What follows belongs to an exercise in optimizing a design on an open flow for small area; a production flow would make more cautious choices.
The RTL was checked by simulation tests, not by an equivalence proof against the original design.
No activity file was given, so power comes from the tool's default toggle rates.

==> flow/run.sh <==
#!/bin/bash
# synth_recipe.tcl (not shown) runs the flow's synth.tcl, then flattens the netlist and writes it again
# the make line also repeats each setting of config.mk as NAME=value (left out here)
make -C /OpenROAD-flow-scripts/flow DESIGN_CONFIG=/design/flow/config.mk WORK_HOME=/design/flow/orfs CLKGATE_MAP_FILE= SYNTH_SCRIPT=/design/flow/synth_recipe.tcl finish
==> flow/config.mk <==
export PLATFORM = sky130hd
export DESIGN_NAME = updown
export DESIGN_NICKNAME = updown
export VERILOG_FILES = /design/flow/design.v
export SDC_FILE = /design/flow/constraint.sdc
export NUM_CORES = 4
export LEC_CHECK = 0
export CAP_MARGIN = 20
export CORE_MARGIN = 2
export CORE_UTILIZATION = 40
export SLEW_MARGIN = 20
==> flow/constraint.sdc <==
create_clock -name core_clock -period 8.0 [get_ports {clk}]
set_input_delay 1.6000 -clock core_clock [delete_from_list [all_inputs] [get_ports {clk}]]
set_output_delay 1.6000 -clock core_clock [all_outputs]
set_load 0.01 [all_outputs]
==> flow/design.v <==
module updown ( din, ncs, nrd, nwr, a0, a1, clk, start, reset, cout, err, dir, ec, dout, dout_en ) ;
input wire [7:0]din ;
input wire ncs ;
input wire nrd ;
input wire nwr ;
input wire a0 ;
input wire a1 ;
input wire clk ;
input wire start ;
input wire reset ;
output reg [7:0]cout ;
output reg dir ;
output reg err ;
output reg ec ;
output wire [7:0]dout ;
output wire dout_en ;
reg [7:0]PLR ;
reg [7:0]ULR ;
reg [7:0]LLR ;
reg [7:0]CCR ;
reg [7:0]cycle_count ;
reg posedge_start ;
reg stop_downcount ;
reg stop_upcount;
reg start_upcount ;
reg stop_load_plr ;
function [8:0] sub9;
  input [7:0] a;
  input [7:0] b;
  integer i;
  reg br;
  begin
    br = 1'b0;
    for (i = 0; i < 8; i = i + 1) begin
      sub9[i] = a[i] ^ b[i] ^ br;
      br = (~a[i] & b[i]) | (~(a[i] ^ b[i]) & br);
    end
    sub9[8] = br;
  end
endfunction
function lt8;
  input [7:0] a;
  input [7:0] b;
  integer i;
  reg r;
  begin
    r = 1'b0;
    for (i = 0; i < 8; i = i + 1)
      r = (~a[i] & b[i]) | (~(a[i] ^ b[i]) & r);
    lt8 = r;
  end
endfunction
function [7:0] inc8;
  input [7:0] a;
  integer i;
  reg c;
  begin
    c = 1'b1;
    for (i = 0; i < 8; i = i + 1) begin
      inc8[i] = a[i] ^ c;
      c = a[i] & c;
    end
  end
endfunction
function [7:0] dec8;
  input [7:0] a;
  integer i;
  reg b;
  begin
    b = 1'b1;
    for (i = 0; i < 8; i = i + 1) begin
      dec8[i] = a[i] ^ b;
      b = ~a[i] & b;
    end
  end
endfunction
wire bothlow = ~nwr & ~nrd ;
wire wr      = ~nwr & ~ncs & nrd & ~posedge_start ;
assign dout_en = ~nrd & ~ncs & nwr ;
assign dout = ~dout_en ? 8'h0 :
              a1 ? (a0 ? CCR : LLR) : (a0 ? ULR : PLR) ;
wire [8:0] dpl = sub9(PLR, LLR) ;    
wire [8:0] dup = sub9(ULR, PLR) ;    
wire pl_hi0 = ~|dpl[7:1] ;
wire up_hi0 = ~|dup[7:1] ;
wire p_lt_l = dpl[8] ;
wire p_eq_l = pl_hi0 & ~dpl[0] ;
wire pl_one = pl_hi0 & dpl[0] ;           
wire pl_ge2 = ~dpl[8] & ~pl_hi0 ;         
wire p_gt_l = ~dpl[8] & ~p_eq_l ;
wire p_gt_u = dup[8] ;
wire p_eq_u = up_hi0 & ~dup[0] ;
wire up_one = up_hi0 & dup[0] ;           
wire up_ge2 = ~dup[8] & ~up_hi0 ;         
wire up_two = dup[7:0] == 8'd2 ;           
wire p_lt_u = ~dup[8] & ~p_eq_u ;
wire p_out  = p_lt_l | p_gt_u ;
wire l_hi = &LLR[7:1] ;
wire u_lo = ~|ULR[7:1] ;
wire p_hi = &PLR[7:1] ;
wire p_lo = ~|PLR[7:1] ;
wire p_ge_l2w = pl_ge2 | (l_hi & (~LLR[0] | |PLR)) ;    
wire p_le_u2w = up_ge2 | (u_lo & (ULR[0] | ~&PLR)) ;    
wire u_ge_p2w = up_ge2 | (p_hi & (~PLR[0] | |ULR)) ;    
wire l_le_p2w = pl_ge2 | (p_lo & (PLR[0] | ~&LLR)) ;    
wire [7:0] c_inc = inc8(cout) ;
wire [7:0] c_dec = dec8(cout) ;
wire c_lt_u = lt8(cout, ULR) ;
wire c_eq_u = cout == ULR ;
wire c_gt_l = lt8(LLR, cout) ;
wire c_eq_l = cout == LLR ;
wire c_lt_p = lt8(cout, PLR) ;
wire c_eq_p = cout == PLR ;
wire c_eq_pm1 = c_inc == PLR ;           
wire c_eq_pp1 = c_dec == PLR ;           
wire nz = |cycle_count ;
wire ccr0 = ~|CCR ;
wire mA = p_ge_l2w & p_le_u2w ;          
wire mB = pl_one & up_one ;
wire nA = p_gt_l & p_lt_u & pl_ge2 & up_ge2 ;
wire nB = p_gt_l & p_lt_u & pl_one & up_one ;
always @ (posedge clk)
  if (reset)
    posedge_start <= 1'b0 ;
  else if (bothlow)
    posedge_start <= 1'b0 ;
  else if (start)
    posedge_start <= 1'b1 ;
  else if (~nz | p_out)
    posedge_start <= 1'b0 ;
always @ (posedge clk)
  if (reset) PLR <= 8'h0 ;
  else if (wr & ~a0 & ~a1) PLR <= din ;
always @ (posedge clk)
  if (reset) ULR <= 8'hff ;
  else if (wr & a0 & ~a1) ULR <= din ;
always @ (posedge clk)
  if (reset) LLR <= 8'h0 ;
  else if (wr & ~a0 & a1) LLR <= din ;
always @ (posedge clk)
  if (reset) CCR <= 8'h0 ;
  else if (wr & a0 & a1) CCR <= din ;
always @ (posedge clk)
  if (reset) err <= 1'b0 ;
  else if (start) err <= p_out ;
always @ (posedge clk)
  if (reset)
    ec <= 1'b0 ;
  else if (~ncs & bothlow & start)
    ec <= ec ;
  else if (posedge_start & p_out)
    ec <= 1'b0 ;
  else if (~nz & ~start & posedge_start & ~bothlow)
    ec <= 1'b1 ;
  else if (start & ~posedge_start)
    ec <= 1'b0 ;
wire g = posedge_start & nz ;
always @ (posedge clk)
  if (reset)
    cout <= 8'h0 ;
  else if (start & p_out)
    cout <= 8'd0 ;
  else if (start & ~stop_load_plr & ~bothlow)
    cout <= PLR ;
  else if (p_eq_u & p_eq_l & g)
    cout <= cout ;
  else if (g & nA & c_lt_u & ~stop_upcount & ~start_upcount)
    cout <= c_inc ;
  else if (g & nA & c_gt_l & ~stop_downcount)
    cout <= c_dec ;
  else if (g & nA & c_lt_p)
    cout <= c_inc ;
  else if (g & nB & c_lt_u & ~stop_upcount)
    cout <= c_inc ;
  else if (g & nB & c_gt_l & ~stop_downcount)
    cout <= c_dec ;
  else if (g & nB & c_lt_p)
    cout <= c_inc ;
  else if (g & p_eq_l & p_lt_u & c_lt_u & ~stop_upcount & u_ge_p2w)
    cout <= c_inc ;
  else if (g & p_eq_l & p_lt_u & c_lt_u & up_one)
    cout <= c_inc ;
  else if (g & p_eq_l & p_lt_u & c_gt_l)
    cout <= c_dec ;
  else if (g & p_eq_u & p_gt_l & c_gt_l & ~stop_downcount & l_le_p2w)
    cout <= c_dec ;
  else if (g & p_eq_u & p_gt_l & c_gt_l & pl_one)
    cout <= c_dec ;
  else if (g & p_eq_u & p_gt_l & c_lt_u)
    cout <= c_inc ;
always @ (posedge clk)
  if (reset)
    stop_load_plr <= 1'b0 ;
  else if (start)
    stop_load_plr <= 1'b1 ;
  else if (ec | (~nwr & ~posedge_start) | err)
    stop_load_plr <= 1'b0 ;
wire [7:0] n_dec = dec8(cycle_count) ;
always @ (posedge clk)
  if (reset)
    cycle_count <= 8'h0 ;
  else if (start & ~stop_load_plr)
    cycle_count <= CCR ;
  else if (p_eq_u & p_eq_l & nz & posedge_start)
    cycle_count <= n_dec ;
  else if (mA) begin
    if (c_eq_pm1 & nz & stop_downcount)
      cycle_count <= n_dec ;
  end
  else if (mB) begin
    if (c_eq_l & nz & stop_upcount)
      cycle_count <= n_dec ;
  end
  else if (p_eq_l & p_le_u2w & nz & stop_upcount & c_eq_pp1)
    cycle_count <= n_dec ;
  else if (p_eq_l & up_one & nz & c_eq_u)
    cycle_count <= n_dec ;
  else if (p_eq_u & p_ge_l2w & nz & stop_downcount & c_eq_pm1)
    cycle_count <= n_dec ;
  else if (p_eq_u & pl_one & nz & c_eq_l)
    cycle_count <= n_dec ;
always @ (posedge clk)
  if (reset | ccr0)
    dir <= 1'b0 ;
  else if (p_eq_u & p_eq_l & nz & posedge_start)
    dir <= dir ;
  else if (p_eq_l & up_one & c_lt_u & g)
    dir <= 1'b1 ;
  else if (p_eq_l & up_one & c_gt_l & posedge_start)
    dir <= 1'b0 ;
  else if (c_gt_l & p_eq_u & pl_one & g)
    dir <= 1'b0 ;
  else if (c_lt_u & p_eq_u & pl_one & posedge_start)
    dir <= 1'b1 ;
  else if (start & ~posedge_start & ~p_eq_u & ~p_out)
    dir <= 1'b1 ;
  else if (g & ~p_out & c_lt_u & ~stop_upcount & ~start_upcount)
    dir <= 1'b1 ;
  else if (g & ~p_out & c_gt_l & ~stop_downcount)
    dir <= 1'b0 ;
  else if (g & ~p_out & c_lt_p)
    dir <= 1'b1 ;
always @ (posedge clk)
  if (reset)
    start_upcount <= 1'b0 ;
  else if (mA) begin
    if (c_eq_l & posedge_start)
      start_upcount <= 1'b1 ;
    else if (c_eq_pm1 & posedge_start)
      start_upcount <= 1'b0 ;
  end
  else if (mB) begin
    if (c_eq_p & posedge_start)
      start_upcount <= 1'b0 ;
    else if (c_eq_l & posedge_start)
      start_upcount <= 1'b1 ;
  end
always @ (posedge clk)
  if (reset)
    stop_upcount <= 1'b0 ;
  else if (p_eq_l & p_lt_u & c_eq_pp1 & up_two)
    stop_upcount <= 1'b0 ;
  else if (c_eq_u & posedge_start)
    stop_upcount <= 1'b1 ;
  else if (c_eq_l & posedge_start)
    stop_upcount <= 1'b0 ;
  else if (ec)
    stop_upcount <= 1'b0 ;
always @ (posedge clk)
  if (reset)
    stop_downcount <= 1'b0 ;
  else if (p_eq_l & p_lt_u)
    stop_downcount <= 1'b0 ;
  else if (p_eq_u & p_gt_l & posedge_start & c_eq_pm1 & ~stop_upcount)
    stop_downcount <= 1'b0 ;
  else if (c_eq_l & posedge_start)
    stop_downcount <= 1'b1 ;
  else if (posedge_start & c_eq_p)
    stop_downcount <= 1'b0 ;
  else if (ec)
    stop_downcount <= 1'b0 ;
endmodule
==> run notes, run 1 <==
status: timing/DRC/antenna clean
maximum clock path buffer count: 2
vias per cell: 6.031
Core Region: 11470 um2
Reg area: 1121 um2
DR vias: 4246
Post-synth EDFFs: 0
cells along the critical path: inv_1, ha_1, inv_1, fa_1, inv_1, fa_1, fa_1, fa_1, fa_1, fa_1, inv_1, fa_1, nand4b_1, a2111oi_0, a41oi_1, nor2_1, a211oi_1, and2_1, nor2b_1, a31o_1
first drt pass iteration count: 5
WP data required: 8250 ps
hold_sp: err
Initial Utilization: 41.29%
Remaining Overflow, GRT: 0
Cells after Synth: 537
hold crit path type: reg -> reg
# diodes: 0
first-pass GRT wire length: 23050 um
htree depth: 2
Hold-fix buffers, CTS: 0
Row Count: 39
clock edge transition at the registers on the reported setup and hold paths: 80 ps
root buf cell: clkbuf_16
share of cells above drive strength 1: 5.348%
Post-CTS Resized: 0
DRC viols: 0
initial antenna violation count: 0
Syn Nets: 611
WP data arrival: 6250 ps
Most used DFF post-synth: dfxtp_1
power per cell area: 126.1 nW/um2
Pleak: 0.002284 uW
die width: 112.8 um
Synth Warn #: 1
placer congestion estimate: 0.9413
Max-Cap Viols: 0
CP max-delay cell: a2111oi_0
Synth-to-Final Area Change: 12.79%
most used cell, CP: fa_1
Cell Area, Synth: 4735 um2
Max Fclk: 166.9 MHz
Crit Path Class: reg -> reg
ys async rst share: 0%
mean post-synth cell area: 8.817 um2
Post-CTS Repair Setup Buffers: 0
fin crit period: 5992 ps
area of the multi-input gates: 3301 um2
Seq/Total Area, Yosys: 23.68%
Die H: 112.8 um
crit path launch type: flop
Filler cells: 1135
Die Footprint: 12720 um2
CTS tree: yes
Final Skew: 9.694 ps
vias in the first global route: 4179
final core utilization: 46.57%
Hold Crit Depth: 2
CP max stage delay: 710 ps
Tightest Pin Transition: 824.5 ps
worst skew pair latency: 310 ps
count of cell types in the netlist: 70
flops & latches, synth: 56
hold-critical path endpoint: err
CTS sink cnt: 56
DP Wirelength: 11130 um
Slew HR: 44.86%
GRT Total Usage: 22.99%
RSZ-0062 raised after global routing: no
Crit Reg-Reg Startpoint: PLR[0]
CP endpoint kind: flop
worst r2r path cells: 20
IO buf count: 35
initial DRC count: 281
# IOs: 36
r2r setup slk: 2010 ps
routed length per instance: 20.21 um
Final Setup Violations: 0
period utilization: 74.90%
Final Hold Vio Count: 0
Nets: 634
largest net degree at the start of global routing: 44
worst reg2reg path endpoint: cout[4]
critical path fanouts, max: 7
max-slew violation count: 0
Routed Antenna Nets: 0
Routed WL: 14230 um
maximum vdd drop: 0.09743 mV
Sum Neg Setup Slack: 0 ps
CTS Buf Count: 5
[worst max-delay path by stage]
stage / startpoint / endpoint / depth (start not counted)
5_1_grt: PLR[0] / cout[4] / 20
6_report: PLR[0] / cout[4] / 20
3_3_place_gp: PLR[0] / cycle_count[7] / 20
2_1_floorplan: PLR[0] / cycle_count[7] / 20
3_5_place_dp: PLR[0] / cout[2] / 20
4_1_cts: PLR[0] / cout[4] / 20
[cell usage in the layout (no fill, tap or decap), types with 8 or more instances in the layout]
| master | netlist | layout |
|---|---|---|
| clkdlybuf4s50_1 | 0 | 35 |
| nor2_1 | 45 | 45 |
| inv_1 | 52 | 52 |
| nor4_1 | 12 | 12 |
| a211o_1 | 8 | 8 |
| dfxtp_1 | 56 | 56 |
| o21ai_0 | 11 | 11 |
| a21oi_1 | 17 | 17 |
| nand4_1 | 12 | 12 |
| nor3_1 | 14 | 14 |
| mux2i_1 | 35 | 35 |
| a22o_1 | 15 | 15 |
| xnor2_1 | 11 | 11 |
| nand2_1 | 27 | 27 |
| and3_1 | 17 | 17 |
| fa_1 | 14 | 14 |
| nand3_1 | 13 | 13 |
| ha_1 | 44 | 44 |
[where the power goes]
group / internal [uW] / leakage [uW] / switching (uW)
clock: 150 / 0.0000857 / 116
sequential: 283 / 0.000453 / 8.75
combinational: 46.8 / 0.00174 / 69.0
total: 480 / 0.00228 / 194
[cell families after synthesis]
kind of cell    Yosys count  synth area share (%)
simple gates            185                 21.22
compound gates          104                 16.41
buf+inv                  74                 6.712
fa+ha+maj                58                 17.55
flops                    56                 23.68
mux                      43                 11.28
xor+xnor                 17                 3.145
[cell usage after synthesis, types with 3 or more instances]
| cell | n | area share (%) |
|---|---|---|
| nand3b_1 | 4 | 0.63 |
| nand4_1 | 12 | 1.6 |
| or3_1 | 5 | 0.66 |
| clkbuf_1 | 12 | 0.95 |
| buf_4 | 3 | 0.48 |
| nand2_1 | 27 | 2.1 |
| ha_1 | 44 | 12 |
| mux2i_1 | 35 | 7.4 |
| a21o_1 | 4 | 0.63 |
| nor2_1 | 45 | 3.6 |
| nor3b_1 | 3 | 0.48 |
| o31ai_1 | 3 | 0.48 |
| a21oi_1 | 17 | 1.8 |
| mux4_2 | 7 | 3.3 |
| a31o_1 | 3 | 0.56 |
| a22oi_1 | 5 | 0.79 |
| fa_1 | 14 | 5.9 |
| or4_1 | 3 | 0.48 |
| a211oi_1 | 6 | 0.95 |
| and3_1 | 17 | 2.2 |
| inv_1 | 52 | 4.1 |
| o21ai_0 | 11 | 1.2 |
| nor4_1 | 12 | 1.6 |
| nand3_1 | 13 | 1.4 |
| and2_1 | 4 | 0.53 |
| a211o_1 | 8 | 1.5 |
| xor2_1 | 6 | 1.1 |
| a22o_1 | 15 | 2.8 |
| or2_1 | 3 | 0.40 |
| nor3_1 | 14 | 1.5 |
| dfxtp_1 | 56 | 24 |
| buf_6 | 3 | 0.71 |
| or2_2 | 3 | 0.40 |
| o211ai_1 | 7 | 1.1 |
| nand2b_1 | 4 | 0.53 |
| xnor2_1 | 11 | 2.0 |
[routing by layer]
| metal | share of wire (%) | GRT usage, % | routed length, um |
|---|---|---|---|
| met1 | 46 | 31.88 | 6559 |
| met2 | 46 | 37.01 | 6506 |
| met3 | 6.2 | 3.803 | 889 |
| met4 | 1.9 | 6.667 | 275 |
| met5 | 0 | 0 | 0 |
[registers in the layout (all words and copies together), names as in the netlist]
register	flops
stop_downcount	1
start_upcount	1
err	1
posedge_start	1
stop_load_plr	1
ec	1
ULR	8
cout	8
stop_upcount	1
PLR	8
cycle_count	8
CCR	8
dir	1
LLR	8
[per-stage QoR]
step | power [uW] | hold WS (ps) | setup slack [ps] | std cells | instance area, um2
2_1_floorplan | 372.9 | 460.3 | 2849 | 537 | 4735
3_5_place_dp | 411.3 | 502.7 | 2176 | 696 | 5164
5_1_grt | 698.3 | 531.6 | 1659 | 704 | 5340
3_3_place_gp | 409.2 | 499.7 | 2305 | 696 | 5164
4_1_cts | 675.6 | 513.0 | 2134 | 704 | 5335
6_report | 673.6 | 509.9 | 2008 | 704 | 5340
[area by class of cell]
cell class              instances  share of cell area, %
well taps                     143                  3.351
repair buffers                 38                  6.982
inverters                      52                  3.655
multi-input cells             407                  61.81
flip-flops and latches         56                  20.99
clock buffers                   5                  2.343
clock inverters                 3                 0.8669
[critical path: cells and delay by family (launching register included)]
kind            cells  cell delay (ps)
compound gates      4             1190
fa+ha+maj           8             2730
buf+inv             4              330
flops               1              510
simple gates        4             1180
==> run 2, diff against run 1 <==
==> flow/flow/run.sh (new file) <==
#!/bin/bash
# Own layout flow: the standard ORFS flow, with
#  - an area-oriented ABC script in synthesis (deepsyn, then area mapping) and no adder
#    extraction, so ABC sees all the combinational logic; registers are untouched;
#  - small buf_1 cells as the port buffers.
# Each tool's full output goes to a log file in this folder (make_*.log) and under orfs/logs.
set -euo pipefail
W=$(pwd)
F=$W/flow
cat > $W/area_synth.tcl <<EOT
set ::env(ADDER_MAP_FILE) ""
proc abc {args} {
  set i [lsearch -exact \$args -script]
  if {\$i >= 0} { set args [lreplace \$args [expr {\$i + 1}] [expr {\$i + 1}] $F/abc_area.script] }
  yosys abc {*}\$args
}
source $W/synth_recipe.tcl
EOT
bash $W/standard.sh SYNTH_SCRIPT=$W/area_synth.tcl \
  "BUFFER_PORTS_ARGS=-buffer_cell sky130_fd_sc_hd__buf_1" finish > $W/make_finish.log 2>&1
==> flow/flow/abc_area.script (new file) <==
&get -n
&st
&deepsyn -T 20
&put
dch -f
map -a -B 0
topo
==> flow/standard.sh (new file) <==
#!/bin/bash
# synth_recipe.tcl (not shown) runs the flow's synth.tcl, then flattens the netlist and writes it again
# the make line also repeats each setting of config.mk as NAME=value (left out here)
make -C /OpenROAD-flow-scripts/flow DESIGN_CONFIG=/design/flow/config.mk WORK_HOME=/design/flow/orfs CLKGATE_MAP_FILE= SYNTH_SCRIPT=/design/flow/synth_recipe.tcl "${@:-finish}"
--- a/flow/config.mk
+++ b/flow/config.mk
@@ -8,4 +8,5 @@
 export CAP_MARGIN = 20
 export CORE_MARGIN = 2
 export CORE_UTILIZATION = 40
+export CTS_BUF_LIST = sky130_fd_sc_hd__clkbuf_8
 export SLEW_MARGIN = 20
removed: flow/run.sh
==> run 2 against run 1 <==
Largest power group unchanged. Worst setup slack gained 1200 ps. First-iteration DRC count is 41% higher. Sequential share of layout area is 7.3 points higher. Global-route usage increased by 4.5 points. Power shrank 17%. Critical path type unchanged.
==> run notes, run 2 <==
max-slew violation count: 0
mean post-synth cell area: 6.271 um2
Compound-Gate Fraction of Synth Area: 30.71%
# IOs: 36
clock edge transition at the registers on the reported setup and hold paths: 120 ps
Cells after Synth: 573
most frequent cells in the layout: 107 x clkinv_1, 96 x nor2_1, 76 x nand2_1, 56 x dfxtp_1, 53 x o21ai_0
Routed WL: 13420 um
worst r2r path cells: 19
synth top area cells: dfxtp_1 31%, clkinv_1 11%, nor2_1 10%
period utilization: 59.37%
RSZ-0062 raised after global routing: no
hold crit path type: reg -> reg
met3 wire length: 937 um
share of cells above drive strength 1: 1.945%
Final Skew: 4.765 ps
Max-Cap Viols: 0
Row Count: 34
root buf cell: clkbuf_8
Max Fclk: 210.5 MHz
Hold-fix buffers, CTS: 0
Routed Antenna Nets: 0
htree depth: 2
Synth top area share: 31.20%
post-synthesis mux area share: 0%
Top Layer Used: met4
Final Hold Vio Count: 0
adder-cell share of the synthesized area: 0%
Remaining Overflow, GRT: 0
Syn Nets: 589
critical path fanouts, max: 6
Seq/Total Area, Yosys: 31.20%
Die H: 98.78 um
final worst slack: 3250 ps
CTS sink cnt: 56
vias per cell: 6.012
die width: 98.78 um
Hold Crit Depth: 2
hold-critical path endpoint: err
Met1 Routed Length: 6033 um
worst skew pair latency: 320 ps
Yosys top cell by area: dfxtp_1
routed length per instance: 18.51 um
first drt pass iteration count: 5
xor/xnor share of the synthesized area: 1.462%
Slew HR: 34.45%
flops & latches, synth: 56
Tightest Pin Transition: 958.4 ps
count of cell types in the netlist: 25
top-count cell post-synth: clkinv_1
hold_sp: err
initial DRC count: 396
initial antenna violation count: 0
DRC viols: 0
Synth Warn #: 1
Nets: 632
dpl ws: 3064 ps
largest net degree at the start of global routing: 20
IO buf count: 35
routed wl met2: 6165 um
Cell Area, Synth: 3593 um2
Most used DFF post-synth: dfxtp_1
CP endpoint kind: flop
fraction of the mapped netlist area in simple logic gates: 25.45%
Core Region: 8721 um2
Sum Neg Setup Slack: 0 ps
fin crit period: 4750 ps
Pleak: 0.001345 uW
maximum vdd drop: 0.09249 mV
Crit Path Class: reg -> reg
r2r setup slk: 3250 ps
Die Footprint: 9757 um2
power per cell area: 140.6 nW/um2
Post-CTS Resized: 0
WP data arrival: 4970 ps
Crit Reg-Reg Startpoint: PLR[7]
DR vias: 4359
# diodes: 0
top cells by count, synth: 107 x clkinv_1, 96 x nor2_1, 76 x nand2_1
placer congestion estimate: 0.9835
largest family of logic cells by synthesized area: compound AO/OA/AOI/OAI gates
crit path launch type: flop
CTS tree: yes
Post-CTS Repair Setup Buffers: 0
Pwr Total: 557.6 uW
Final Setup Violations: 0
worst reg2reg path endpoint: cycle_count[6]
maximum clock path buffer count: 2
ys async rst share: 0%
status: timing/DRC/antenna clean
vias in the first global route: 4138
WP data required: 8220 ps
first-pass GRT wire length: 21570 um
most common cell after layout, fill and taps aside: clkinv_1
Post-synth EDFFs: 0
GRT Total Usage: 27.48%
Initial Utilization: 41.21%
CTS Buf Count: 5
DP Wirelength: 10520 um
Synth-to-Final Area Change: 10.38%
==> run 2: cell types whose count changed after synthesis, moves of 14 or more <==
| cell | delta |
|---|---|
| a21oi_1 | +15 |
| a22o_1 | -15 |
| and3_1 | -17 |
| clkinv_1 | +107 |
| fa_1 | -14 |
| ha_1 | -44 |
| inv_1 | -52 |
| mux2i_1 | -35 |
| nand2_1 | +49 |
| nor2_1 | +51 |
| o21ai_0 | +42 |
| o22ai_1 | +45 |
==> run 2: cell families (layout without fill, tap and decap cells) <==
group | Yosys count | count (layout)
simple gates | 222 | 222
buf+inv | 107 | 151
xor+xnor | 6 | 6
flops | 56 | 56
compound gates | 182 | 182
==> run 2: area by class of cell <==
type                       instances  area (um2)
multi-input combinational        410        2076
clock inverter                     3       25.02
fill                             926        4755
tap                              108       135.1
timing repair buffer              36       138.9
inverter                         107       401.6
clock buffer                       5       68.82
sequential                        56        1121
==> run 2: layer usage <==
layer / up-vias / global-route usage [%]
li1: 2096 / -
met1: 2013 / 38.63
met2: 217 / 44.23
met3: 33 / 3.688
met4: 0 / 7.692
met5: - / 0
==> run 2: stage by stage <==
stage | utilization, % | hold slack (ps) | instance area [um2] | instances
after floorplan | - | 458.3 | 3593 | 573
after global placement | 44.35 | 471.5 | 3867 | 717
after detailed placement | 44.35 | 469.9 | 3867 | 717
after CTS | 45.42 | 486.8 | 3961 | 725
after global routing | 45.48 | 522.6 | 3966 | 725
final | 45.48 | 492.1 | 3966 | 725
==> run 2: worst max path at each step <==
stage	slack (ps)	depth (start not counted)	end	start
2_1_floorplan	3570	4	dout[6]	nwr
3_3_place_gp	3050	6	dout[0]	nwr
3_5_place_dp	3060	6	dout[0]	nwr
4_1_cts	3030	6	dout[0]	nwr
5_1_grt	2700	31	cout[5]	PLR[1]
6_report	3250	19	cycle_count[6]	PLR[7]
==> run 2: critical path, stage by stage (launching register included) <==
cell and delay (ps):
dfxtp_1 460, clkinv_1 260, nand2_1 140, nand2_1 70, a21oi_1 150, a31oi_1 60
nor4_1 460, nand2_1 180, nor2_1 340, clkinv_1 170, a2111oi_0 870, a41oi_1 190
o21ai_0 370, nand2_1 120, nor2_1 170, nand2_1 160, nor2_1 160, nand2_1 90
a21oi_1 140, o22ai_1 80
==> run 2: where the power goes <==
| group | total [uW] | switching (uW) | internal, uW | leakage [uW] |
|---|---|---|---|---|
| clock network | 176 | 111 | 65.0 | 0.0000504 |
| logic | 90.4 | 64.5 | 25.9 | 0.000841 |
| registers | 292 | 7.56 | 284 | 0.000453 |
==> run 3, diff against run 2 <==
--- a/flow/design.v
+++ b/flow/design.v
@@ -77,8 +77,11 @@
 wire bothlow = ~nwr & ~nrd ;
 wire wr      = ~nwr & ~ncs & nrd & ~posedge_start ;
 assign dout_en = ~nrd & ~ncs & nwr ;
-assign dout = ~dout_en ? 8'h0 :
-              a1 ? (a0 ? CCR : LLR) : (a0 ? ULR : PLR) ;
+wire rd_p = dout_en & ~a1 & ~a0 ;
+wire rd_u = dout_en & ~a1 &  a0 ;
+wire rd_l = dout_en &  a1 & ~a0 ;
+wire rd_c = dout_en &  a1 &  a0 ;
+assign dout = ({8{rd_p}} & PLR) | ({8{rd_u}} & ULR) | ({8{rd_l}} & LLR) | ({8{rd_c}} & CCR) ;
 wire [8:0] dpl = sub9(PLR, LLR) ;    
 wire [8:0] dup = sub9(ULR, PLR) ;    
 wire pl_hi0 = ~|dpl[7:1] ;
@@ -103,16 +106,16 @@
 wire p_le_u2w = up_ge2 | (u_lo & (ULR[0] | ~&PLR)) ;    
 wire u_ge_p2w = up_ge2 | (p_hi & (~PLR[0] | |ULR)) ;    
 wire l_le_p2w = pl_ge2 | (p_lo & (PLR[0] | ~&LLR)) ;    
-wire [7:0] c_inc = inc8(cout) ;
-wire [7:0] c_dec = dec8(cout) ;
 wire c_lt_u = lt8(cout, ULR) ;
 wire c_eq_u = cout == ULR ;
 wire c_gt_l = lt8(LLR, cout) ;
 wire c_eq_l = cout == LLR ;
-wire c_lt_p = lt8(cout, PLR) ;
-wire c_eq_p = cout == PLR ;
-wire c_eq_pm1 = c_inc == PLR ;           
-wire c_eq_pp1 = c_dec == PLR ;           
+wire [8:0] dpc = sub9(PLR, cout) ;    
+wire pc_hi0 = ~|dpc[7:1] ;
+wire c_eq_p = pc_hi0 & ~dpc[0] ;
+wire c_eq_pm1 = pc_hi0 & dpc[0] ;        
+wire c_eq_pp1 = &dpc[7:0] ;              
+wire c_lt_p = ~dpc[8] & ~c_eq_p ;
 wire nz = |cycle_count ;
 wire ccr0 = ~|CCR ;
 wire mA = p_ge_l2w & p_le_u2w ;          
@@ -155,6 +158,37 @@
   else if (start & ~posedge_start)
     ec <= 1'b0 ;
 wire g = posedge_start & nz ;
+reg c_up, c_dn ;
+always @(*) begin
+  c_up = 1'b0 ; c_dn = 1'b0 ;
+  if (p_eq_u & p_eq_l & g) ;
+  else if (g & nA & c_lt_u & ~stop_upcount & ~start_upcount) c_up = 1'b1 ;
+  else if (g & nA & c_gt_l & ~stop_downcount) c_dn = 1'b1 ;
+  else if (g & nA & c_lt_p) c_up = 1'b1 ;
+  else if (g & nB & c_lt_u & ~stop_upcount) c_up = 1'b1 ;
+  else if (g & nB & c_gt_l & ~stop_downcount) c_dn = 1'b1 ;
+  else if (g & nB & c_lt_p) c_up = 1'b1 ;
+  else if (g & p_eq_l & p_lt_u & c_lt_u & ~stop_upcount & u_ge_p2w) c_up = 1'b1 ;
+  else if (g & p_eq_l & p_lt_u & c_lt_u & up_one) c_up = 1'b1 ;
+  else if (g & p_eq_l & p_lt_u & c_gt_l) c_dn = 1'b1 ;
+  else if (g & p_eq_u & p_gt_l & c_gt_l & ~stop_downcount & l_le_p2w) c_dn = 1'b1 ;
+  else if (g & p_eq_u & p_gt_l & c_gt_l & pl_one) c_dn = 1'b1 ;
+  else if (g & p_eq_u & p_gt_l & c_lt_u) c_up = 1'b1 ;
+end
+function [7:0] step8;
+  input [7:0] a;
+  input dn;
+  integer i;
+  reg t;
+  begin
+    t = 1'b1;
+    for (i = 0; i < 8; i = i + 1) begin
+      step8[i] = a[i] ^ t;
+      t = t & (a[i] ^ dn);
+    end
+  end
+endfunction
+wire [7:0] c_step = step8(cout, c_dn) ;
 always @ (posedge clk)
   if (reset)
     cout <= 8'h0 ;
@@ -162,32 +196,8 @@
     cout <= 8'd0 ;
   else if (start & ~stop_load_plr & ~bothlow)
     cout <= PLR ;
-  else if (p_eq_u & p_eq_l & g)
-    cout <= cout ;
-  else if (g & nA & c_lt_u & ~stop_upcount & ~start_upcount)
-    cout <= c_inc ;
-  else if (g & nA & c_gt_l & ~stop_downcount)
-    cout <= c_dec ;
-  else if (g & nA & c_lt_p)
-    cout <= c_inc ;
-  else if (g & nB & c_lt_u & ~stop_upcount)
-    cout <= c_inc ;
-  else if (g & nB & c_gt_l & ~stop_downcount)
-    cout <= c_dec ;
-  else if (g & nB & c_lt_p)
-    cout <= c_inc ;
-  else if (g & p_eq_l & p_lt_u & c_lt_u & ~stop_upcount & u_ge_p2w)
-    cout <= c_inc ;
-  else if (g & p_eq_l & p_lt_u & c_lt_u & up_one)
-    cout <= c_inc ;
-  else if (g & p_eq_l & p_lt_u & c_gt_l)
-    cout <= c_dec ;
-  else if (g & p_eq_u & p_gt_l & c_gt_l & ~stop_downcount & l_le_p2w)
-    cout <= c_dec ;
-  else if (g & p_eq_u & p_gt_l & c_gt_l & pl_one)
-    cout <= c_dec ;
-  else if (g & p_eq_u & p_gt_l & c_lt_u)
-    cout <= c_inc ;
+  else if (c_up | c_dn)
+    cout <= c_step ;
 always @ (posedge clk)
   if (reset)
     stop_load_plr <= 1'b0 ;
==> flow/flow/run.sh (replaced) <==
#!/bin/bash
# Own layout flow: the standard ORFS flow (standard.sh), changed only in
#  - synthesis: the adder step keeps full adders only (no half adders), and the one ABC
#    mapping call runs an area script (deepsyn, then area mapping) with four seeds,
#    keeping the smallest result; registers and all other synthesis steps are untouched;
#  - port buffers: buf_1 cells.
# Each tool's full output goes to a log file in this folder (make_*.log) and under orfs/logs.
set -euo pipefail
W=$(pwd)
F=$W/flow
for s in 1 2 3 4; do
  sed "s/@SEED@/$s/" $F/abc_area.script > $W/abc_area_s$s.script
done
cat > $W/area_synth.tcl <<EOT
proc extract_fa {args} { yosys extract_fa -fa }
proc abc {args} {
  set lib [lindex \$args [expr {[lsearch -exact \$args -liberty] + 1}]]
  set i [lsearch -exact \$args -script]
  yosys design -save flow_pre_abc
  set best ""
  foreach s {1 2 3 4} {
    yosys design -load flow_pre_abc
    yosys abc {*}[lreplace \$args [expr {\$i + 1}] [expr {\$i + 1}] $W/abc_area_s\$s.script]
    set st [tee -q -s result.string stat -liberty \$lib]
    regexp {Chip area for module [^:]*: ([0-9.]+)} \$st -> area
    puts "area abc seed \$s: \$area"
    if {\$best eq "" || \$area < \$best} {
      set best \$area
      yosys design -save flow_best_abc
    }
  }
  yosys design -load flow_best_abc
  puts "area abc best: \$best"
}
source $W/synth_recipe.tcl
EOT
bash $W/standard.sh SYNTH_SCRIPT=$W/area_synth.tcl \
  "BUFFER_PORTS_ARGS=-buffer_cell sky130_fd_sc_hd__buf_1" ${FLOW_TARGET:-finish} > $W/make_finish.log 2>&1
==> flow/flow/abc_area.script (replaced) <==
&get -n
&st
&deepsyn -T 45 -S @SEED@
&put
dch -f
map -a -B 0
topo
--- a/flow/config.mk
+++ b/flow/config.mk
@@ -5,8 +5,8 @@
 export SDC_FILE = /design/flow/constraint.sdc
 export NUM_CORES = 4
 export LEC_CHECK = 0
-export CAP_MARGIN = 20
+export CAP_MARGIN = 0
 export CORE_MARGIN = 2
 export CORE_UTILIZATION = 40
 export CTS_BUF_LIST = sky130_fd_sc_hd__clkbuf_8
-export SLEW_MARGIN = 20
+export SLEW_MARGIN = 0
==> run 3 against run 2 <==
Worst setup slack worse by 2400 ps. Register-to-register slack lost 2400 ps. Via count is 14% lower. Fmax down 34%. Highest routed layer unchanged. Critical path depth grew 14. Non-clock buffer count stayed put. Clock skew up 7.7 ps. Clock power decreased by 4%. Final cell count shrank 14%. Global-route usage is 2.2 points lower. Power up 0.91%.
==> run notes, run 3 <==
Post-synth EDFFs: 0
# diodes: 0
top cells by count, synth: 102 x clkinv_1, 56 x dfxtp_1, 49 x nor2_1, 49 x o22ai_1, 39 x o21ai_0
Crit Path Class: reg -> reg
Pwr Total: 562.7 uW
share of cells above drive strength 1: 2.330%
DRC viols: 0
CTS tree: yes
Remaining Overflow, GRT: 0
DR vias: 3752
CP max-delay cell: nor4_2
Tightest Pin Transition: 1066 ps
WP data arrival: 7370 ps
critical path fanouts, max: 5
Most used DFF post-synth: dfxtp_1
CTS Buf Count: 5
clock edge transition at the registers on the reported setup and hold paths: 110 ps
crit path launch type: flop
Die Footprint: 9533 um2
Cell Area, Synth: 3507 um2
worst skew pair latency: 320 ps
top-count cell post-synth: clkinv_1
die width: 97.64 um
max-slew violation count: 0
Row Count: 34
Crit Reg-Reg Startpoint: ULR[0]
synth top area cells: dfxtp_1 32%, fa_1 12%, clkinv_1 11%
routed length per instance: 19.03 um
Die H: 97.64 um
WP data required: 8210 ps
Filler cells: 901
Core Region: 8593 um2
htree depth: 2
largest net degree at the start of global routing: 19
hold crit path type: reg -> reg
CP max stage delay: 450 ps
worst r2r path cells: 33
vias per cell: 6.022
# IOs: 36
Slew HR: 28.37%
Pleak: 0.001289 uW
maximum clock path buffer count: 2
vias in the first global route: 3711
Yosys top cell by area: dfxtp_1
Syn Nets: 508
Seq/Total Area, Yosys: 31.97%
maximum vdd drop: 0.07315 mV
Cells after Synth: 471
Final Skew: 12.49 ps
Nets: 551
Synth Warn #: 1
GRT Total Usage: 25.31%
fin crit period: 7156 ps
flops & latches, synth: 56
final core utilization: 45.20%
Max-Cap Viols: 0
Hold Crit Depth: 2
count of cell types in the netlist: 30
Routed WL: 11850 um
hold_sp: cycle_count[7]
worst reg2reg path endpoint: cout[7]
initial antenna violation count: 0
hold-critical path endpoint: cycle_count[7]
mean post-synth cell area: 7.446 um2
r2r setup slk: 840 ps
CP endpoint kind: flop
Sum Neg Setup Slack: 0 ps
most frequent cells in the layout: 102 x clkinv_1, 56 x dfxtp_1, 49 x nor2_1, 49 x o22ai_1, 39 x o21ai_0
Synth-to-Final Area Change: 10.74%
CTS sink cnt: 56
ys async rst share: 0%
DP Wirelength: 9177 um
Final Setup Violations: 0
power per cell area: 144.9 nW/um2
Final Hold Vio Count: 0
RSZ-0062 raised after global routing: no
final worst slack: 844.0 ps
period utilization: 89.45%
Routed Antenna Nets: 0
first drt pass iteration count: 5
root buf cell: clkbuf_8
IO buf count: 35
dpl ws: 817.1 ps
most common cell after layout, fill and taps aside: clkinv_1
placer congestion estimate: 0.9848
Initial Utilization: 40.81%
Max Fclk: 139.7 MHz
status: timing/DRC/antenna clean
first-pass GRT wire length: 19470 um
initial DRC count: 306
Synth top area share: 31.97%
run 3: changes by cell type after synthesis, moves of 3 or more:
cell | previous run | this run
a21oi_1 | 32 | 21
a22oi_1 | 17 | 11
a31oi_1 | 7 | 2
clkinv_1 | 107 | 102
fa_1 | 0 | 21
nand2_1 | 76 | 34
nand4_1 | 5 | 13
nor2_1 | 96 | 49
o21ai_0 | 53 | 39
o22ai_1 | 46 | 49
run 3: kinds of logic after synthesis:
group	share of synthesized area, %
flops	31.97
buf+inv	10.92
compound gates	26.15
xor+xnor	0.7493
simple gates	17.95
fa+ha+maj	11.99
mux	0.2854
run 3: per-layer routing:
layer  GRT usage [%]  wire (um)
met1           33.09       5080
met2           41.11       5479
met3           5.324        961
met4           9.615        331
met5               0          0
run 3: repair_timing:
| action | CTS | global route |
|---|---|---|
| resized for setup | 0 | 2 |
| hold buffers | 0 | 0 |
| buffers inserted | 0 | 0 |
| setup endpoints to repair | 0 | 1 |
run 3: critical path: cells and delay by family (launching register included):
kind,cells,cell delay (ps)
simple gates,10,1790
mux,1,200
fa+ha+maj,7,2600
buf+inv,7,900
flops,1,440
compound gates,8,1120
run 3: cell type report:
| class | instances | area, um2 | area share, % |
|---|---|---|---|
| clock inverter | 3 | 21.27 | 0.5477 |
| timing repair buffer | 36 | 138.9 | 3.576 |
| multi-input combinational | 313 | 2016 | 51.90 |
| sequential | 56 | 1121 | 28.87 |
| inverter | 102 | 382.9 | 9.858 |
| tap | 108 | 135.1 | 3.479 |
| clock buffer | 5 | 68.82 | 1.772 |
run 3: stage by stage:
stage                     std cells  instance area (um2)  hold slack, ps
after floorplan                 471                 3507           457.7
after global placement          615                 3781           478.0
after detailed placement        615                 3781           470.7
after CTS                       623                 3871           490.0
after global routing            623                 3884           516.2
final                           623                 3884           486.4
run 3: where the power goes:
part           leakage, uW  total (uW)  switching, uW  internal, uW
clock network    0.0000503         169            106          63.4
registers         0.000453         291           6.98           284
logic             0.000785         102           71.5          30.8
run 3: how the worst max path moves through the flow:
stage,startpoint,to,slack [ps],depth (start not counted)
6_report,ULR[0],cout[7],840,33
5_1_grt,PLR[1],cout[7],220,32
4_1_cts,ULR[0],cout[7],780,33
3_5_place_dp,PLR[0],cout[7],820,34
3_3_place_gp,PLR[1],cout[7],910,32
2_1_floorplan,PLR[0],cout[7],1720,34
==> run 4, diff against run 3 <==
--- a/flow/config.mk
+++ b/flow/config.mk
@@ -5,8 +5,8 @@
 export SDC_FILE = /design/flow/constraint.sdc
 export NUM_CORES = 4
 export LEC_CHECK = 0
-export CAP_MARGIN = 0
+export CAP_MARGIN = 20
 export CORE_MARGIN = 2
 export CORE_UTILIZATION = 40
 export CTS_BUF_LIST = sky130_fd_sc_hd__clkbuf_8
-export SLEW_MARGIN = 0
+export SLEW_MARGIN = 20
==> run 4 against run 3 <==
Worst setup slack did not move. Area after synthesis did not move. Sequential share of layout area did not move. Power did not move. Die area did not move. Synthesized cell count did not move. Flip-flop and latch count did not move. Critical path type unchanged.
==> run notes, run 4 <==
status: timing/DRC/antenna clean
Tightest Pin Transition: 1066 ps
worst r2r path cells: 33
ys async rst share: 0%
flops & latches, synth: 56
routed length per instance: 19.03 um
first-pass GRT wire length: 19470 um
first drt pass iteration count: 5
# IOs: 36
initial antenna violation count: 0
DR vias: 3752
largest net degree at the start of global routing: 19
Cells after Synth: 471
Post-CTS Resized: 0
Most used DFF post-synth: dfxtp_1
CP endpoint kind: flop
DP Wirelength: 9177 um
Max-Cap Viols: 0
Yosys top cell by area: dfxtp_1
synth top area cells: dfxtp_1 32%, fa_1 12%, clkinv_1 11%
Synth Warn #: 1
initial DRC count: 306
Synth-to-Final Area Change: 10.74%
family with the most delay on the worst path: adder cells
Cell Area, Synth: 3507 um2
RSZ-0062 raised after global routing: no
root buf cell: clkbuf_8
Hold-fix buffers, CTS: 0
Row Count: 34
Initial Utilization: 40.81%
htree depth: 2
# diodes: 0
Nets: 551
Crit Path Class: reg -> reg
Reg area: 1121 um2
vias in the first global route: 3711
Sum Neg Setup Slack: 0 ps
Die Footprint: 9533 um2
Remaining Overflow, GRT: 0
period utilization: 89.45%
Die H: 97.64 um
Max Fclk: 139.7 MHz
WP data arrival: 7370 ps
IO buf count: 35
CP max stage delay: 450 ps
CTS sink cnt: 56
CP Buf/Inv Count: 7
most common cell after layout, fill and taps aside: clkinv_1
vias per cell: 6.022
Post-CTS Repair Setup Buffers: 0
GRT Total Usage: 25.31%
WP depth: 33
Syn Nets: 508
power per cell area: 144.9 nW/um2
Final Hold Vio Count: 0
area of the multi-input gates: 2016 um2
mean post-synth cell area: 7.446 um2
Final Setup Violations: 0
placer congestion estimate: 0.9848
DRC viols: 0
fin crit period: 7156 ps
worst skew pair latency: 320 ps
WP data required: 8210 ps
top cells by count, synth: 102 x clkinv_1, 56 x dfxtp_1, 49 x nor2_1, 49 x o22ai_1, 39 x o21ai_0
CTS Buf Count: 5
hold crit path type: reg -> reg
Routed Antenna Nets: 0
clock edge transition at the registers on the reported setup and hold paths: 110 ps
Slew HR: 28.37%
maximum clock path buffer count: 2
r2r setup slk: 840 ps
Final Hold Slack: 486.4 ps
Pleak: 0.001289 uW
CP max-delay cell: nor4_2
crit path launch type: flop
Hold Crit Depth: 2
share of cells above drive strength 1: 2.330%
Filler cells: 901
Routed WL: 11850 um
Synth top area share: 31.97%
max-slew violation count: 0
maximum vdd drop: 0.07315 mV
Final Skew: 12.49 ps
top-count cell post-synth: clkinv_1
Post-synth EDFFs: 0
count of cell types in the netlist: 30
Core Region: 8593 um2
die width: 97.64 um
critical path fanouts, max: 5
most frequent cells in the layout: 102 x clkinv_1, 56 x dfxtp_1, 49 x nor2_1, 49 x o22ai_1, 39 x o21ai_0
Seq/Total Area, Yosys: 31.97%
CTS tree: yes
run 4: cell counts after synthesis:
No cell type changed its count.
run 4: metal layers:
metal  GRT usage [%]  part of all wire, %  up-vias
met3           5.324                  8.1       31
li1                -                    -     1757
met1           33.09                   43     1767
met2           41.11                   46      197
met4           9.615                  2.8        0
met5               0                    0        -
run 4: kinds of logic (layout without fill, tap and decap cells):
family	count (synthesis)	after routing	synth area share (%)
flops	56	56	31.97
xor+xnor	3	3	0.7493
mux	1	1	0.2854
buf+inv	102	146	10.92
compound gates	148	148	26.15
simple gates	140	140	17.95
fa+ha+maj	21	21	11.99
run 4: final timing paths:
path	startpoint	end
max	ULR[0]	cout[7]
min	cycle_count[7]	cycle_count[7]
max reg2reg	ULR[0]	cout[7]
min reg2reg	cycle_count[7]	cycle_count[7]
run 4: worst min-delay path: cells and delay by family (launching register included):
| kind | cells | cell delay, ps |
|---|---|---|
| compound gates | 1 | 60 |
| flops | 1 | 330 |
| simple gates | 1 | 60 |
run 4: layout make-up:
| type | count | share of cell area (%) |
|---|---|---|
| Sequential cell | 56 | 28.87 |
| Tap cell | 108 | 3.479 |
| Multi-Input combinational cell | 313 | 51.90 |
| Timing Repair Buffer | 36 | 3.576 |
| Clock inverter | 3 | 0.5477 |
| Inverter | 102 | 9.858 |
| Clock buffer | 5 | 1.772 |
run 4: per-stage QoR:
| stage | setup slack (ps) | total power, uW | cells | cell area [um2] | utilization, % |
|---|---|---|---|---|---|
| after floorplan | 1722 | 362.0 | 471 | 3507 | - |
| after global placement | 912.3 | 393.6 | 615 | 3781 | 44.00 |
| after detailed placement | 817.1 | 394.7 | 615 | 3781 | 44.00 |
| after CTS | 777.2 | 563.3 | 623 | 3871 | 45.05 |
| after global routing | 224.0 | 588.2 | 623 | 3884 | 45.20 |
| final | 844.0 | 562.7 | 623 | 3884 | 45.20 |
run 4: report_power, final:
group / internal (uW) / switching, uW / total, uW
Sequential: 284 / 6.98 / 291
Combinational: 30.8 / 71.5 / 102
Clock: 63.4 / 106 / 169
==> run 5, diff against run 4 <==
--- a/flow/flow/run.sh
+++ b/flow/flow/run.sh
@@ -1,14 +1,15 @@
 #!/bin/bash
 # Own layout flow: the standard ORFS flow (standard.sh), changed only in
 #  - synthesis: the adder step keeps full adders only (no half adders), and the one ABC
-#    mapping call runs an area script (deepsyn, then area mapping) with four seeds,
+#    mapping call runs an area script (deepsyn, then area mapping) with eight seeds,
 #    keeping the smallest result; registers and all other synthesis steps are untouched;
-#  - port buffers: buf_1 cells.
+#  - port buffers: buf_1 cells;
+#  - clock tree: clkbuf_8 buffers, without the dummy loads CTS adds for balance.
 # Each tool's full output goes to a log file in this folder (make_*.log) and under orfs/logs.
 set -euo pipefail
 W=$(pwd)
 F=$W/flow
-for s in 1 2 3 4; do
+for s in 1 2 3 4 5 6 7 8; do
   sed "s/@SEED@/$s/" $F/abc_area.script > $W/abc_area_s$s.script
 done
 cat > $W/area_synth.tcl <<EOT
@@ -18,7 +19,7 @@
   set i [lsearch -exact \$args -script]
   yosys design -save flow_pre_abc
   set best ""
-  foreach s {1 2 3 4} {
+  foreach s {1 2 3 4 5 6 7 8} {
     yosys design -load flow_pre_abc
     yosys abc {*}[lreplace \$args [expr {\$i + 1}] [expr {\$i + 1}] $W/abc_area_s\$s.script]
     set st [tee -q -s result.string stat -liberty \$lib]
@@ -35,4 +36,6 @@
 source $W/synth_recipe.tcl
 EOT
 bash $W/standard.sh SYNTH_SCRIPT=$W/area_synth.tcl \
-  "BUFFER_PORTS_ARGS=-buffer_cell sky130_fd_sc_hd__buf_1" ${FLOW_TARGET:-finish} > $W/make_finish.log 2>&1
+  "BUFFER_PORTS_ARGS=-buffer_cell sky130_fd_sc_hd__buf_1" \
+  "CTS_ARGS=-sink_clustering_enable -repair_clock_nets -buf_list sky130_fd_sc_hd__clkbuf_8 -dont_use_dummy_load" \
+  ${FLOW_TARGET:-finish} > $W/make_finish.log 2>&1
==> flow/flow/abc_area.script (replaced) <==
&get -n
&st
&deepsyn -T 40 -S @SEED@
&put
dch -f
map -a -B 0
topo
==> run 5 against run 4 <==
Still clean. Power fell by 5.4%. Clock power fell by 11%. Worst hold slack got worse by 20 ps. Flip-flop and latch count did not move. Combinational power fell by 11%. Die area rose by 0.10%. Register-to-register slack got worse by 260 ps. Global-route usage fell by 1.5 points. Final cell count fell by 0.16%. Non-clock buffer count did not move. Worst setup slack got worse by 260 ps. Via count fell by 0.91%. Largest power group unchanged. Highest routed layer unchanged.
==> run notes, run 5 <==
status: timing/DRC/antenna clean
critical path fanouts, max: 5
first-pass GRT wire length: 18310 um
CTS sink cnt: 56
IO buf count: 35
vias in the first global route: 3590
count of cell types in the netlist: 32
Pint: 369.4 uW
switching share of power: 30.59%
part of the power in registers: 54.7%
Clock power frac: 28.2%
CP endpoint kind: flop
Cells after Synth: 473
routed length per instance: 18.05 um
Yosys top cell by area: dfxtp_1
flops & latches, synth: 56
Core Region: 8636 um2
Synth top area share: 31.93%
Pleak: 0.001298 uW
initial DRC count: 315
CP max stage delay: 730 ps
Most used DFF post-synth: dfxtp_1
CP Buf/Inv Count: 9
root buf cell: clkbuf_8
Max-Cap Viols: 0
top cells by count, synth: 95 x clkinv_1, 59 x nor2_1, 56 x dfxtp_1
WP data arrival: 7620 ps
Die Footprint: 9542 um2
share of cells above drive strength 1: 1.946%
Die H: 97.69 um
crit path launch type: flop
Nets: 553
DRC viols: 0
initial antenna violation count: 0
worst skew pair latency: 320 ps
Tightest Pin Transition: 941.5 ps
worst reg2reg path endpoint: cout[7]
Worst Setup EP: cout[7]
Cell Area, Synth: 3511 um2
Hold-fix buffers, CTS: 0
# diodes: 0
DP Wirelength: 8892 um
design area: 3854 um2
Post-synth EDFFs: 0
CTS tree: yes
maximum clock path buffer count: 2
CTS Buf Count: 5
Syn Nets: 510
first drt pass iteration count: 5
worst r2r path cells: 36
most used cell, CP: clkinv_1
die width: 97.69 um
Final Hold Vio Count: 0
Max Fclk: 134.8 MHz
top-count cell post-synth: clkinv_1
ys async rst share: 0%
beginning of the critical path: PLR[0]
Crit Path Class: reg -> reg
vias per cell: 5.977
combinational power share: 17.1%
mean post-synth cell area: 7.423 um2
synth top area cells: dfxtp_1 32%, fa_1 12%, clkinv_1 10%
Initial Utilization: 40.65%
RSZ-0062 raised after global routing: no
Crit Reg-Reg Startpoint: PLR[0]
Routed WL: 11220 um
# IOs: 36
WP data required: 8200 ps
most common cell after layout, fill and taps aside: clkinv_1
clock edge transition at the registers on the reported setup and hold paths: 100 ps
max-slew violation count: 0
Slew HR: 36.65%
Final Setup Violations: 0
fin crit period: 7420 ps
r2r setup slk: 580 ps
period utilization: 92.75%
placer congestion estimate: 0.9717
most frequent cells in the layout: 95 x clkinv_1, 59 x nor2_1, 56 x dfxtp_1, 42 x nand2_1, 36 x o22ai_1
Synth Warn #: 1
htree depth: 2
WP depth: 36
power per cell area: 138.1 nW/um2
Sum Neg Setup Slack: 0 ps
hold_sp: err
Routed Antenna Nets: 0
Post-CTS Repair Setup Buffers: 0
Row Count: 34
maximum vdd drop: 0.06790 mV
CP max-delay cell: nor4_1
DR vias: 3718
Synth-to-Final Area Change: 9.765%
Remaining Overflow, GRT: 0
largest net degree at the start of global routing: 20
Switching Power: 162.8 uW
Post-CTS Resized: 0
family with the most delay on the worst path: adder cells
Final Skew: 17.81 ps
GRT Total Usage: 23.82%
hold crit path type: reg -> reg
post-place instance area: 3785 um2
Seq/Total Area, Yosys: 31.93%
final core utilization: 44.62%
-- run 5: kinds of logic after synthesis --
kind of cell    Yosys count  synth area share [%]
fa+ha+maj                21                 11.97
flops                    56                 31.93
compound gates          143                 26.02
simple gates            158                 19.92
buf+inv                  95                 10.16
-- run 5: layout make-up --
cell class,count,area [um2]
Sequential cell,56,1121
Multi-Input combinational cell,322,2033
Tap cell,108,135.1
Clock buffer,5,68.82
Inverter,95,356.6
Fill cell,910,4782
Timing Repair Buffer,36,138.9
-- run 5: worst reg2reg max path: cells and delay by family, from the launching register on --
family	cells	cell delay, ps
adder cells (fa/ha/maj)	7	2540
AND/OR/NAND/NOR	13	2330
buffers and inverters	9	1080
AO/OA/AOI/OAI	7	960
flip-flops	1	420
-- run 5: through the flow --
step	hold slack (ps)	power, uW	worst slack (ps)	instances
finish	466.8	532.2	580.0	622
detailed placement	457.2	386.1	743.1	617
global route	505.3	553.5	28.56	622
CTS	471.8	531.6	712.7	622
floorplan	459.1	354.5	1781	473
global placement	455.1	386.4	926.3	617
-- run 5: worst min path at each step --
| stage | depth (start not counted) | end | slack (ps) |
|---|---|---|---|
| finish | 2 | err | 470 |
| global placement | 2 | err | 460 |
| global route | 2 | err | 510 |
| detailed placement | 2 | err | 460 |
| CTS | 2 | err | 470 |
| floorplan | 2 | cycle_count[7] | 460 |
-- run 5: per-layer routing --
| metal | global-route usage, % | wire length [um] | vias to the layer above | part of all wire [%] |
|---|---|---|---|---|
| li1 | - | - | 1768 | - |
| met1 | 32.43 | 4945 | 1769 | 44 |
| met2 | 37.61 | 5126 | 170 | 46 |
| met3 | 4.748 | 984 | 11 | 8.8 |
| met4 | 8.654 | 167 | 0 | 1.5 |
| met5 | 0 | 0 | - | 0 |
-- run 5: power groups by stage --
stage,clock [uW],sequential (uW),combinational (uW)
3_5_place_dp,0,297,88.7
6_report,150,291,91.2
3_3_place_gp,0,297,89.0
2_1_floorplan,0,296,58.9
4_1_cts,152,291,89.1
5_1_grt,161,292,100
==> run 6, diff against run 5 <==
--- a/flow/flow/run.sh
+++ b/flow/flow/run.sh
@@ -1,7 +1,7 @@
 #!/bin/bash
 # Own layout flow: the standard ORFS flow (standard.sh), changed only in
 #  - synthesis: the adder step keeps full adders only (no half adders), and the one ABC
-#    mapping call runs an area script (deepsyn, then area mapping) with eight seeds,
+#    mapping call runs an area script (deepsyn, then area mapping) with sixteen seeds,
 #    keeping the smallest result; registers and all other synthesis steps are untouched;
 #  - port buffers: buf_1 cells;
 #  - clock tree: clkbuf_8 buffers, without the dummy loads CTS adds for balance.
@@ -9,7 +9,7 @@
 set -euo pipefail
 W=$(pwd)
 F=$W/flow
-for s in 1 2 3 4 5 6 7 8; do
+for s in $(seq 1 16); do
   sed "s/@SEED@/$s/" $F/abc_area.script > $W/abc_area_s$s.script
 done
 cat > $W/area_synth.tcl <<EOT
@@ -19,7 +19,7 @@
   set i [lsearch -exact \$args -script]
   yosys design -save flow_pre_abc
   set best ""
-  foreach s {1 2 3 4 5 6 7 8} {
+  foreach s {1 2 3 4 5 6 7 8 9 10 11 12 13 14 15 16} {
     yosys design -load flow_pre_abc
     yosys abc {*}[lreplace \$args [expr {\$i + 1}] [expr {\$i + 1}] $W/abc_area_s\$s.script]
     set st [tee -q -s result.string stat -liberty \$lib]
==> flow/flow/abc_area.script (replaced) <==
&get -n
&st
&deepsyn -T 30 -S @SEED@
&put
dch -f
map -a -B 0
topo
--- a/flow/config.mk
+++ b/flow/config.mk
@@ -9,4 +9,5 @@
 export CORE_MARGIN = 2
 export CORE_UTILIZATION = 40
 export CTS_BUF_LIST = sky130_fd_sc_hd__clkbuf_8
+export GPL_TIMING_DRIVEN = 0
 export SLEW_MARGIN = 20
==> run 6 against run 5 <==
Clock skew up 8.3 ps. Global-route usage down 0.53 points. Fmax up 3.1%. Sequential power about the same. Largest power group unchanged. Critical path depth down 3. Clock-buffer cell count unchanged. Synthesized cell count unchanged. Flip-flop and latch count unchanged. Final cell count down 0.16%. Area after synthesis unchanged.
==> run notes, run 6 <==
vias in the first global route: 3440
DR vias: 3677
part of the power in registers: 55.1%
power per cell area: 137.1 nW/um2
share of cells above drive strength 1: 1.949%
Hold Crit Depth: 2
Core Region: 8636 um2
mean post-synth cell area: 7.423 um2
final worst slack: 800.9 ps
first drt pass iteration count: 5
CP max-delay cell: nor4_1
htree depth: 2
Crit Reg-Reg Startpoint: PLR[0]
RSZ-0062 raised after global routing: no
routed length per instance: 17.80 um
hold_sp: err
CTS tree: yes
worst r2r path cells: 33
most common cell after layout, fill and taps aside: clkinv_1
flops & latches, synth: 56
initial DRC count: 263
switching share of power: 30.17%
Remaining Overflow, GRT: 0
fin cells: 621
Post-synth EDFFs: 0
Pint: 369.1 uW
Final Hold Slack: 472.6 ps
Final Hold Vio Count: 0
dpl ws: 722.7 ps
final core utilization: 44.62%
combinational power share: 17.1%
Crit Path Class: reg -> reg
die width: 97.69 um
Max Fclk: 138.9 MHz
IO buf count: 35
Nets: 552
top-count cell post-synth: clkinv_1
ys async rst share: 0%
Most used DFF post-synth: dfxtp_1
first-pass GRT wire length: 17790 um
status: timing/DRC/antenna clean
placer congestion estimate: 0.9214
WP data required: 8190 ps
max-slew violation count: 0
DP Wirelength: 8849 um
count of cell types in the netlist: 32
Filler cells: 936
Die H: 97.69 um
Seq/Total Area, Yosys: 31.93%
fin crit period: 7199 ps
Routed WL: 11050 um
most frequent cells in the layout: 95 x clkinv_1, 59 x nor2_1, 56 x dfxtp_1, 42 x nand2_1, 36 x o22ai_1
Synth-to-Final Area Change: 9.765%
synth top area cells: dfxtp_1 32%, fa_1 12%, clkinv_1 10%
CP endpoint kind: flop
most used cell, CP: clkinv_1
initial antenna violation count: 0
Initial Utilization: 40.65%
critical path fanouts, max: 7
WP data arrival: 7380 ps
# IOs: 36
Cells after DPL: 616
Die Footprint: 9542 um2
Sum Neg Setup Slack: 0 ps
Syn Nets: 510
Final Setup Violations: 0
maximum vdd drop: 0.06100 mV
crit path launch type: flop
Tightest Pin Transition: 1028 ps
hold-critical path endpoint: err
worst reg2reg path endpoint: cout[7]
Pleak: 0.001295 uW
maximum clock path buffer count: 2
Cells after Synth: 473
GRT Total Usage: 23.29%
Clock power frac: 27.8%
Max-Cap Viols: 0
DRC viols: 0
root buf cell: clkbuf_8
Final Skew: 26.10 ps
CP max stage delay: 560 ps
Yosys top cell by area: dfxtp_1
CTS sink cnt: 56
hold crit path type: reg -> reg
top cells by count, synth: 95 x clkinv_1, 59 x nor2_1, 56 x dfxtp_1
vias per cell: 5.921
clock edge transition at the registers on the reported setup and hold paths: 90 ps
Slew HR: 31.33%
largest net degree at the start of global routing: 19
Cell Area, Synth: 3511 um2
CTS Buf Count: 5
Row Count: 34
Synth Warn #: 1
Switching Power: 159.4 uW
# diodes: 0
Synth top area share: 31.93%
Routed Antenna Nets: 0
period utilization: 89.99%
worst skew pair latency: 320 ps
r2r setup slk: 800 ps
[run 6: worst max-delay path: cells and delay by family, from the launching register on]
| kind | cells | cell delay (ps) |
|---|---|---|
| AO/OA/AOI/OAI | 7 | 1020 |
| AND/OR/NAND/NOR | 11 | 2140 |
| flip-flops | 1 | 360 |
| adder cells (fa/ha/maj) | 7 | 2520 |
| buffers and inverters | 8 | 1030 |
[run 6: final cells by class]
type / instances / area, um2 / share of cell area, %
Multi-Input combinational cell: 322 / 2041 / 52.95
Sequential cell: 56 / 1121 / 29.09
Inverter: 95 / 356.6 / 9.253
Tap cell: 108 / 135.1 / 3.507
Timing Repair Buffer: 35 / 131.4 / 3.409
Clock buffer: 5 / 68.82 / 1.786
[run 6: worst max path at each step]
stage	from	end	slack [ps]	cells past startpoint
after floorplan	PLR[0]	cout[7]	1780	34
after global placement	PLR[0]	cout[7]	760	36
after detailed placement	PLR[0]	cout[7]	720	36
after CTS	PLR[0]	cout[7]	710	36
after global routing	PLR[0]	cout[7]	140	33
final	PLR[0]	cout[7]	800	33
[run 6: kinds of logic after synthesis]
logic type                 count (synthesis)  share of synthesized area [%]
DFF                                       56                          31.93
and+or+nand+nor                          158                          19.92
buffers and inverters                     95                          10.16
adders and majority gates                 21                          11.97
AOI/OAI and AO/OA                        143                          26.02
[run 6: power groups by stage]
stage / clock network [uW] / registers [uW] / logic, uW
after floorplan: 0 / 296 / 58.9
after CTS: 153 / 291 / 87.5
after global routing: 159 / 292 / 101
after detailed placement: 0 / 298 / 87.0
after global placement: 0 / 298 / 86.1
final: 147 / 291 / 90.6
[run 6: metal layers]
layer | global-route usage [%] | wire length, um | vias to the layer above
met5 | 0 | 0 | -
met3 | 3.237 | 720 | 23
met4 | 7.692 | 272 | 0
met2 | 37.72 | 5166 | 160
li1 | - | - | 1760
met1 | 32.07 | 4892 | 1734
[run 6: through the flow]
stage	area, um2	power, uW
floorplan	3511	354.5
global placement	3777	383.7
detailed placement	3777	384.6
CTS	3846	531.5
global route	3854	552.3
finish	3854	528.5
[run 6: repair_timing]
action                     4_1_cts  5_1_grt
setup endpoints to repair        0        1
hold buffers                     0        0
buffers inserted                 0        0
resized for setup                0        1

## re-timing with driven ports
The flow's constraints put no driver on any port. The routed layouts listed below were extracted and timed again, unchanged, in two steps. Step 1 assumes that a clkbuf_16 drives the clock port and a buf_2 every other input. Step 2, shift: input delay + t, output delay - t, t = (earliest + latest rising clock arrival at the registers) / 2. This alone moves slack from input paths to output paths. a / b / c = ideal ports / drivers / drivers and shift; a / b = the first two.
| run | t (ns) | setup slack, ns | worst setup path after step 2 |
|---|---|---|---|
| run 1 | 0.341 | 2.008 / 2.008 / 2.008 | register to register |
| run 2 | 0.350 | 3.250 / 3.250 / 3.250 | register to register |
| run 3 | 0.350 | 0.844 / 0.844 / 0.844 | register to register |
| run 4 | 0.350 | 0.844 / 0.844 / 0.844 | register to register |
| run 5 | 0.347 | 0.580 / 0.580 / 0.580 | register to register |
| run 6 | 0.337 | 0.801 / 0.801 / 0.801 | register to register |
After both steps every run listed still meets setup and hold.
